What follows belongs to an exercise in optimizing a design on an open flow for small area, a short achievable clock period and few clock cycles per item; a production flow would make more cautious choices.
Function was checked by simulation only, so behaviour that the tests miss may differ from the original.

==> flow/design.v <==
`timescale 1ns / 1ps
module crc_generator(
input clk,reset,
input s_axis_input_tvalid,
output logic s_axis_input_tready,
input [7:0]s_axis_input_tdata,
input s_axis_input_tlast,
output logic m_axis_output_tvalid,
input  m_axis_output_tready,
output logic [7:0]m_axis_output_tdata,
output logic m_axis_output_tlast
    );
logic [23:0] crc;
logic [7:0]  skid_data;
logic        skid_valid;
logic [1:0]  emit_cnt;       
logic        emit;           
wire s_fire  = s_axis_input_tvalid & s_axis_input_tready;
wire o_free  = ~m_axis_output_tvalid | m_axis_output_tready;
wire ld_crc  = emit & ~skid_valid;
wire o_load  = o_free & (skid_valid | emit | s_axis_input_tvalid);
wire skid_take = s_fire & (skid_valid | emit | ~o_free);
wire [23:0] crc_next = crc24_d8(crc, m_axis_output_tdata);
function [23:0] crc24_d8(input [23:0] c, input [7:0] d);
    integer k;
    reg [23:0] r;
    begin
        r = c;
        for (k = 7; k >= 0; k = k - 1)
            r = {r[22:0], 1'b0} ^ ((d[k] ^ r[23]) ? 24'h864CFB : 24'h0);
        crc24_d8 = r;
    end
endfunction
wire [1:0] emit_cnt_n = (s_fire & s_axis_input_tlast) ? 2'd3 :
                        (o_free & ld_crc) ? emit_cnt - 2'd1 : emit_cnt;
wire       skid_valid_n = skid_take | (skid_valid & ~o_free);
always @(posedge clk) begin
    if (reset) begin
        crc <= 24'h0;
        m_axis_output_tdata <= 8'h0;
        skid_valid <= 1'b0;
        emit_cnt <= 2'd0;
        emit <= 1'b0;
        m_axis_output_tvalid <= 1'b0;
        s_axis_input_tready <= 1'b1;
    end else begin
        if (o_load) begin
            crc <= crc_next;
            m_axis_output_tdata <= skid_valid ? skid_data :
                                   emit ? crc_next[23:16] : s_axis_input_tdata;
        end
        skid_valid <= skid_valid_n;
        emit_cnt <= emit_cnt_n;
        emit <= (emit_cnt_n != 2'd0);
        if (o_free)
            m_axis_output_tvalid <= o_load;
        s_axis_input_tready <= ~skid_valid_n & (emit_cnt_n == 2'd0);
    end
end
always @(posedge clk) begin
    if (o_load)
        m_axis_output_tlast <= ld_crc & (emit_cnt == 2'd1);
    if (skid_take)
        skid_data <= s_axis_input_tdata;
end
endmodule
export LEC_CHECK = 0
export CAP_MARGIN = 20
export CORE_MARGIN = 2
export CORE_UTILIZATION = 50
export SLEW_MARGIN = 20
create_clock -name core_clock -period 5.5 [get_ports {clk}]
run.sh (not shown) runs the stock make flow with config.mk's settings and CLKGATE_MAP_FILE= SYNTH_SCRIPT=/design/flow/synth_recipe.tcl, a recipe that flattens the netlist after the stock synthesis.
The starting point finished clean.
Testbench counts at the start, summed over its fixed seeds: cycles 15,304, blocks 64.
Change:
==> flow/design.v (replaced) <==
`timescale 1ns / 1ps
module crc_generator(
input clk,reset,
input s_axis_input_tvalid,
output logic s_axis_input_tready,
input [7:0]s_axis_input_tdata,
input s_axis_input_tlast,
output logic m_axis_output_tvalid,
input  m_axis_output_tready,
output logic [7:0]m_axis_output_tdata,
output logic m_axis_output_tlast
    );
logic [23:0] crc;
logic [1:0]  emit_cnt;       
wire o_free  = ~m_axis_output_tvalid | m_axis_output_tready;
wire ld_crc  = (emit_cnt != 2'd0);
assign s_axis_input_tready = o_free & ~ld_crc;
wire ld_in   = s_axis_input_tvalid & s_axis_input_tready;
wire o_load  = ld_in | (o_free & ld_crc);
wire [7:0] o_byte = ld_crc ? crc[23:16] : s_axis_input_tdata;
wire [23:0] crc_next = crc24_d8(crc, o_byte);
function [23:0] crc24_d8(input [23:0] c, input [7:0] d);
    integer k;
    reg [23:0] r;
    begin
        r = c;
        for (k = 7; k >= 0; k = k - 1)
            r = {r[22:0], 1'b0} ^ ((d[k] ^ r[23]) ? 24'h864CFB : 24'h0);
        crc24_d8 = r;
    end
endfunction
always @(posedge clk) begin
    if (reset) begin
        crc <= 24'h0;
        emit_cnt <= 2'd0;
        m_axis_output_tvalid <= 1'b0;
    end else begin
        if (o_load)
            crc <= crc_next;
        if (ld_in & s_axis_input_tlast)
            emit_cnt <= 2'd3;
        else if (o_free & ld_crc)
            emit_cnt <= emit_cnt - 2'd1;
        if (o_free)
            m_axis_output_tvalid <= o_load;
    end
end
always @(posedge clk) begin
    if (o_load) begin
        m_axis_output_tdata <= o_byte;
        m_axis_output_tlast <= ld_crc & (emit_cnt == 2'd1);
    end
end
endmodule
Non-clock buffer count climbs by 2. Worst setup slack gets worse by 0.16 ns. Wire length shrinks by 22%. Synthesized area is lower by 18%. Cell area drops by 17%. Count of clock-buffer cells in the layout climbs by 2. Utilization barely changes. Via count fell by 21%. Sequential cell count fell by 11. Global-route usage shrinks by 0.86 points. Hold slack gets better by 0.0087 ns. Clock skew went down by 0.0071 ns.
Testbench counts after the change, summed over its fixed seeds: cycles 15,304, blocks 64.

## afterwards: timing with drivers on the ports
No port has a modelled driver above. Below, the same layouts with a new extraction and two added sets of constraints.
Step 1, drivers: a clkbuf_16 drives clk and a buf_2 each remaining input, both assumed.
Step 2 moves the port delays by t, midway between the first and last clock arrival at a register: inputs arrive t later, outputs are due t later. That takes back most of the time a late clock gives input paths.
a / b / c = no drivers / after step 1 / after step 2; a / b = the first two.
run	t (ns)	setup slack, ns	worst slew at a driven data input, ns
the first run	0.322	2.171 / 2.173 / 1.851	0.03
the second run	0.312	2.014 / 2.016 / 1.704	0.04
After both steps every run listed still meets setup and hold. The setup slack of the first run, which loses most, moves by +0.002 ns with the drivers and by -0.320 ns with both steps.
